This design comes from an exercise in tuning for small area, a short achievable clock period and few clock cycles per item on the open sky130 flow, not from production work. At most, simulation tests tie the RTL to the original design; equivalence was not proved. No activity file was given, so power comes from the tool's default toggle rates.

Setup of try-delta:
Design pyjamask96, start of the top module:
module pyjamask96(
    input clk,
    input reset_n,
    input load,
    input start,
    input [7:0] byte_in,
    input [7:0] byte_key_in,
    output reg valid,
    output reg [7:0] byte_out
    );
export LEC_CHECK = 0
export CAP_MARGIN = 20
export CORE_MARGIN = 2
export CORE_UTILIZATION = 40
export CTS_CLUSTER_DIAMETER = 100
export CTS_CLUSTER_SIZE = 30
export PLACE_DENSITY = 0.75
export SETUP_SLACK_MARGIN = 5
export SLEW_MARGIN = 20
create_clock -name core_clock -period 8.0 [get_ports {clk}]
standard.sh (not shown) runs the stock make flow with config.mk's settings and CLKGATE_MAP_FILE= SYNTH_SCRIPT=/design/flow/synth_recipe.tcl, a recipe that flattens the netlist after the stock synthesis.
==> flow/flow/run.sh <==
#!/bin/bash
set -euo pipefail
MARGIN=5.4
NOX3=1
PLATFORM_DONT_USE=$(sed -n '/^export DONT_USE_CELLS += \\/,/[^\\]$/p' "$FLOW_HOME/platforms/sky130hd/config.mk" | grep -o 'sky130_fd_sc_hd__[a-z0-9_]*' | tr '\n' ' ')
EXTRA=()
if [[ $NOX3 == 1 ]]; then
  EXTRA+=("DONT_USE_CELLS=$PLATFORM_DONT_USE sky130_fd_sc_hd__xor3_1 sky130_fd_sc_hd__xor3_2 sky130_fd_sc_hd__xor3_4 sky130_fd_sc_hd__xnor3_1 sky130_fd_sc_hd__xnor3_2 sky130_fd_sc_hd__xnor3_4")
fi
bash standard.sh "${EXTRA[@]}" SETUP_SLACK_MARGIN=$MARGIN finish > orfs_make.log 2>&1
Testbench counts of try-delta, summed over its fixed seeds: cycles 8,256, blocks 192.
> inputs changed (try-delta -> try-raven)
diff --git a/flow/design.v b/flow/design.v
--- a/flow/design.v
+++ b/flow/design.v
@@ -3,31 +3,30 @@
     input clk,
     input reset_n,
     input load,
     input start,
     input [7:0] byte_in,
     input [7:0] byte_key_in,
     output reg valid,
     output reg [7:0] byte_out
     );
     reg         ph_ld, ks1, ph_run, ph_rot;
     reg         sel_run, sel_rot, sel_ld;
     reg         vld;
-    reg [7:0]   in_x;
     reg         loading;
     reg         started;
     reg [3:0]   cnt;
     reg [95:0]  state;
     reg [127:0] key;     
-    wire [95:0] sl = {state[31:24], state[23:16], state[15:8], state[7:0], state[95:88], state[87:80], state[79:72], state[71:64], state[63:56], state[55:48], state[47:40], state[39:32]};    
+    wire [95:0] sl = {state[39:32], state[31:24], state[23:16], state[15:8], state[7:0], state[95:88], state[87:80], state[79:72], state[71:64], state[63:56], state[55:48], state[47:40]};    
     wire [31:0] x0 = sl[95:64], x1 = sl[63:32], x2 = sl[31:0];
     wire [31:0] k0 = key[127:96], k1 = key[95:64], k2 = key[63:32], k3 = key[31:0];
     wire g = sel_run;
     wire [31:0] sb0 = ({32{g}} & x1) ^ ({32{g}} & x0 & x2);
     wire [31:0] sb1 = ({32{g}} & x2) ^ ({32{g}} & (x0 | x1));
     wire [31:0] sb2 = ({32{g}} & x0) ^ ({32{g}} & x1 & ~x2);
     wire [31:0] mr0, mr1, mr2;
     wire [95:0] mr = {mr0, mr1, mr2};
     wire [95:0] rk = {k0, k1, ~k2};
     wire [31:0] ka = k0 ^ k1, kb = k2 ^ k3;
     wire [31:0] kx0 = k1 ^ kb;
     wire [31:0] kmk;
@@ -527,25 +526,24 @@
     assign kmk[29] = kx0[17] ^ mk_f1[20] ^ mk_f3[29] ^ mk_f3[13] ^ mk_f3[25];
     assign kmk[30] = kx0[18] ^ mk_f1[21] ^ mk_f3[30] ^ mk_f3[14] ^ mk_f3[26];
     assign kmk[31] = kx0[19] ^ mk_f1[22] ^ mk_f3[31] ^ mk_f3[15] ^ mk_f3[27];
     wire last_load  = ph_ld & loading & (cnt == 4'd15);
     wire last_round = ph_run & (cnt == 4'd14);
     wire last_out   = ph_rot & vld & (cnt == 4'd11);
     wire out_go     = (last_round | (ph_rot & ~vld & (cnt == 4'd11))) & (start | started);
     always @(posedge clk) begin
         sel_ld  <= (ph_ld & ~last_load) | last_out;
         sel_run <= ks1 | (ph_run & ~last_round);
         sel_rot <= (ph_rot & ~last_out) | last_round;
         valid   <= (vld & ~last_out) | out_go;
-        in_x    <= byte_in ^ byte_key_in;
     end
     always @(posedge clk or negedge reset_n) begin
         if (!reset_n) begin
             ph_ld   <= 1'b1;
             ks1     <= 1'b0;
             ph_run  <= 1'b0;
             ph_rot  <= 1'b0;
             loading <= 1'b0;
             started <= 1'b0;
             vld     <= 1'b0;
             cnt     <= 4'd0;
         end else begin
@@ -587,27 +585,27 @@
                 if (cnt == 4'd11) begin
                     if (vld) begin
                         vld    <= 1'b0;
                         ph_rot <= 1'b0;
                         ph_ld  <= 1'b1;
                     end else if (start | started) begin
                         vld    <= 1'b1;
                     end
                 end
             end
         end
     end
-    wire       rot_in = ks1 | (loading & cnt[3] & cnt[2] & (cnt[1] | cnt[0]));
-    wire [7:0] low_in = rot_in ? state[95:88] : in_x;
-    wire [95:0] b = sel_run ? {rk[63:56], rk[55:48], rk[47:40], rk[39:32], rk[31:24], rk[23:16], rk[15:8], rk[7:0], rk[95:88], rk[87:80], rk[79:72], rk[71:64]} :
+    wire       rot_in = ks1 | (loading & cnt[3] & cnt[2]);
+    wire [7:0] low_in = rot_in ? state[95:88] : (byte_in ^ byte_key_in);
+    wire [95:0] b = sel_run ? {rk[55:48], rk[47:40], rk[39:32], rk[31:24], rk[23:16], rk[15:8], rk[7:0], rk[95:88], rk[87:80], rk[79:72], rk[71:64], rk[63:56]} :
                     sel_rot ? {state[7:0], state[95:8]} :
                              {state[87:0], low_in};
     always @(posedge clk)
-        state <= {mr[63:56], mr[55:48], mr[47:40], mr[39:32], mr[31:24], mr[23:16], mr[15:8], mr[7:0], mr[95:88], mr[87:80], mr[79:72], mr[71:64]} ^ b;
+        state <= {mr[55:48], mr[47:40], mr[39:32], mr[31:24], mr[23:16], mr[15:8], mr[7:0], mr[95:88], mr[87:80], mr[79:72], mr[71:64], mr[63:56]} ^ b;
     always @(posedge clk) begin
         if (sel_ld)
             key <= {key[119:0], byte_key_in};
         else
             key <= {nk0, nk1, nk2, nk3};
     end
-    always @(*) byte_out = state[39:32];
+    always @(*) byte_out = state[47:40];
 endmodule
## What came out
In summary, try-raven completed successfully, with a layout that passed the timing, DRC and antenna checks.
Worst-case vdd ir drop deteriorates in try-raven relative to try-delta.
[compare] base=try-delta new=try-raven: share of synthesized cell area in full adder, half adder and majority cells barely changed; final worst-path cycle share now smaller; total number of vias higher; fraction of power consumed by the clock network higher; worst hold margin lower.
From try-delta to try-raven the numbers moved as follows: setup slack after placement increased 0.17 ns, post-detailed-routing wire length picked up an extra 1.3 mm.
Cmp try-delta and try-raven / final instance area / lower: try-delta
The run showing the greater share of cells above drive strength 1 is try-raven.
Cmp try-raven vs try-delta: total power after layout lower in try-raven
Taking try-delta as the reference point, the sequential fraction of total cell area of try-raven falls by 0.79 points.
Function not checked in try-raven: the RTL went through the layout flow alone.


== before ==
Another version of the RTL of pyjamask96 (not shown whole).
Size: roughly 2000 cells after synthesis, roughly 230 flip-flops, roughly 29 I/O pins, ~21000 um2 of cells after synthesis.
clock: 8.0 ns
lec_check: 0
cap_margin: 20
core_margin: 2
core_utilization: 40
place_density: 0.6
setup_slack_margin: 5
slew_margin: 20
run.sh (not shown) runs the stock make flow with config.mk's settings and CLKGATE_MAP_FILE= SYNTH_SCRIPT=/design/flow/synth_recipe.tcl, a recipe that flattens the netlist after the stock synthesis.
Stock flow here: none of the scripts above is used.
Testbench counts of before, summed over its fixed seeds: cycles 8,064, blocks 192.
Here is what was changed in the inputs of after compared with before.
-- flow/design.v --
<<< before, line 10
    output reg [7:0] byte_out
    );
    reg         ph_ld, ph_run, ph_rot;
    reg         loading;
    reg         started;
>>> after, line 10
    output reg [7:0] byte_out
    );
    reg         ph_ld, ks1, ph_run, ph_rot;
    reg         loading;
    reg         started;
<<< before, line 16
    reg [95:0]  state;
    reg [127:0] key;     
    wire [31:0] x1 = state[95:64], x2 = state[63:32], x0 = state[31:0];
    wire [31:0] k0 = key[127:96], k1 = key[95:64], k2 = key[63:32], k3 = key[31:0];
    wire [31:0] sb0 = x1 ^ (x0 & x2);
    wire [31:0] sb1 = x2 ^ (x0 | x1);
    wire [31:0] sb2 = ~(x0 ^ (x1 & ~x2));
    wire [31:0] mr0, mr1, mr2;
    wire [31:0] ka = k0 ^ k1, kb = k2 ^ k3;
    wire [31:0] kx0 = k1 ^ kb;
>>> after, line 16
    reg [95:0]  state;
    reg [127:0] key;     
    wire [95:0] sl = {state[39:32], state[31:24], state[23:16], state[15:8], state[7:0], state[95:88], state[87:80], state[79:72], state[71:64], state[63:56], state[55:48], state[47:40]};    
    wire [31:0] x0 = sl[95:64], x1 = sl[63:32], x2 = sl[31:0];
    wire [31:0] k0 = key[127:96], k1 = key[95:64], k2 = key[63:32], k3 = key[31:0];
    wire g = ph_run;
    wire [31:0] sb0 = ({32{g}} & x1) ^ ({32{g}} & x0 & x2);
    wire [31:0] sb1 = ({32{g}} & x2) ^ ({32{g}} & (x0 | x1));
    wire [31:0] sb2 = ({32{g}} & x0) ^ ({32{g}} & x1 & ~x2);
    wire [31:0] mr0, mr1, mr2;
    wire [95:0] mr = {mr0, mr1, mr2};
    wire [95:0] rk = {k0, k1, ~k2};
    wire [31:0] ka = k0 ^ k1, kb = k2 ^ k3;
    wire [31:0] kx0 = k1 ^ kb;
<<< before, line 524
        if (!reset_n) begin
            ph_ld   <= 1'b1;
            ph_run  <= 1'b0;
            ph_rot  <= 1'b0;
>>> after, line 528
        if (!reset_n) begin
            ph_ld   <= 1'b1;
            ks1     <= 1'b0;
            ph_run  <= 1'b0;
            ph_rot  <= 1'b0;
<<< before, line 543
                        loading <= 1'b0;
                        ph_ld   <= 1'b0;
                        ph_run  <= 1'b1;
                    end
                end
            end
            if (ph_run) begin
                cnt <= cnt + 4'd1;
                if (start) started <= 1'b1;
                if (cnt == 4'd13) begin
                    cnt    <= 4'd0;
                    ph_run <= 1'b0;
>>> after, line 548
                        loading <= 1'b0;
                        ph_ld   <= 1'b0;
                        ks1     <= 1'b1;
                    end
                end
            end
            if (ks1) begin
                cnt    <= 4'd1;
                ks1    <= 1'b0;
                ph_run <= 1'b1;
                if (start) started <= 1'b1;
            end
            if (ph_run) begin
                cnt <= cnt + 4'd1;
                if (start) started <= 1'b1;
                if (cnt == 4'd14) begin
                    cnt    <= 4'd0;
                    ph_run <= 1'b0;
<<< before, line 572
        end
    end
    wire [7:0] low_in = (loading & cnt[3] & cnt[2]) ? state[95:88] : (byte_in ^ byte_key_in);
    always @(posedge clk) begin
        if (ph_ld)
            state <= {state[87:0], low_in};
        else if (ph_run)
            state <= {mr1 ^ nk1, mr2 ^ nk2, mr0 ^ nk0};
        else
            state <= {state[7:0], state[95:8]};
    end
    always @(posedge clk) begin
        if (ph_ld)
>>> after, line 583
        end
    end
    wire       rot_in = ks1 | (loading & cnt[3] & cnt[2]);
    wire [7:0] low_in = rot_in ? state[95:88] : (byte_in ^ byte_key_in);
    wire [95:0] b = ph_run ? {rk[55:48], rk[47:40], rk[39:32], rk[31:24], rk[23:16], rk[15:8], rk[7:0], rk[95:88], rk[87:80], rk[79:72], rk[71:64], rk[63:56]} :
                    ph_rot ? {state[7:0], state[95:8]} :
                             {state[87:0], low_in};
    always @(posedge clk)
        state <= {mr[55:48], mr[47:40], mr[39:32], mr[31:24], mr[23:16], mr[15:8], mr[7:0], mr[95:88], mr[87:80], mr[79:72], mr[71:64], mr[63:56]} ^ b;
    always @(posedge clk) begin
        if (ph_ld)
<<< before, line 587
            key <= {nk0, nk1, nk2, nk3};
    end
    always @(*) byte_out = state[39:32];
endmodule
>>> after, line 596
            key <= {nk0, nk1, nk2, nk3};
    end
    always @(*) byte_out = state[47:40];
endmodule
[summary]
- before ended up with xnor2_1 as its slowest cell on the critical path; after ended up with dfrtp_4.
- Taking before as the reference, in after clock buffer count in the final layout fell about 5%, utilization went down, synthesized area decreased by about 1% relative to the old numbers, register bit total from synthesis went up 1.
- First-pass GRT wire length in after vs before: down about 0.7%
- [compare] base=before new=after: slew at the pin with the worst max-slew slack down 0.22 ns, final critical-path share of the clock period down 1.2 points, met3 usage flat, shortest clock period the worst path allows after layout down 0.10 ns, die extent in y down 1.2 um.
- In after, the clock sink count came out 1 above the value in before.
- | switching part of the total power | lower: before |
The RTL of after was laid out without a check of its function.

static timing again, ports no longer ideal:
Ports are ideal in the flow. The routed layouts listed here were re-timed in OpenROAD. Step 1 sets driving cells, clkbuf_16 on the clock port and buf_2 on the other inputs (assumed; they add their load-dependent delay and slew). Step 2, shift: input delay + t, output delay - t, t = (earliest + latest rising clock arrival at the registers) / 2. This alone moves slack from input paths to output paths. Slacks: no drivers / after step 1 / after step 2; pairs: no drivers / after step 1.
run	t (ns)	slack for setup (ns)	worst register clock-pin slew, ns
try-delta	0.583	5.355 / 5.297 / 5.032	0.12 / 0.12
try-raven	0.597	5.371 / 5.317 / 4.890	0.12 / 0.12
before	0.626	4.932 / 4.932 / 4.701	0.06 / 0.06
after	0.655	5.032 / 5.019 / 4.445	0.07 / 0.07
After both steps every run listed still meets setup and hold. The setup slack of after, which loses most, moves by -0.013 ns with the drivers and by -0.587 ns with both steps.
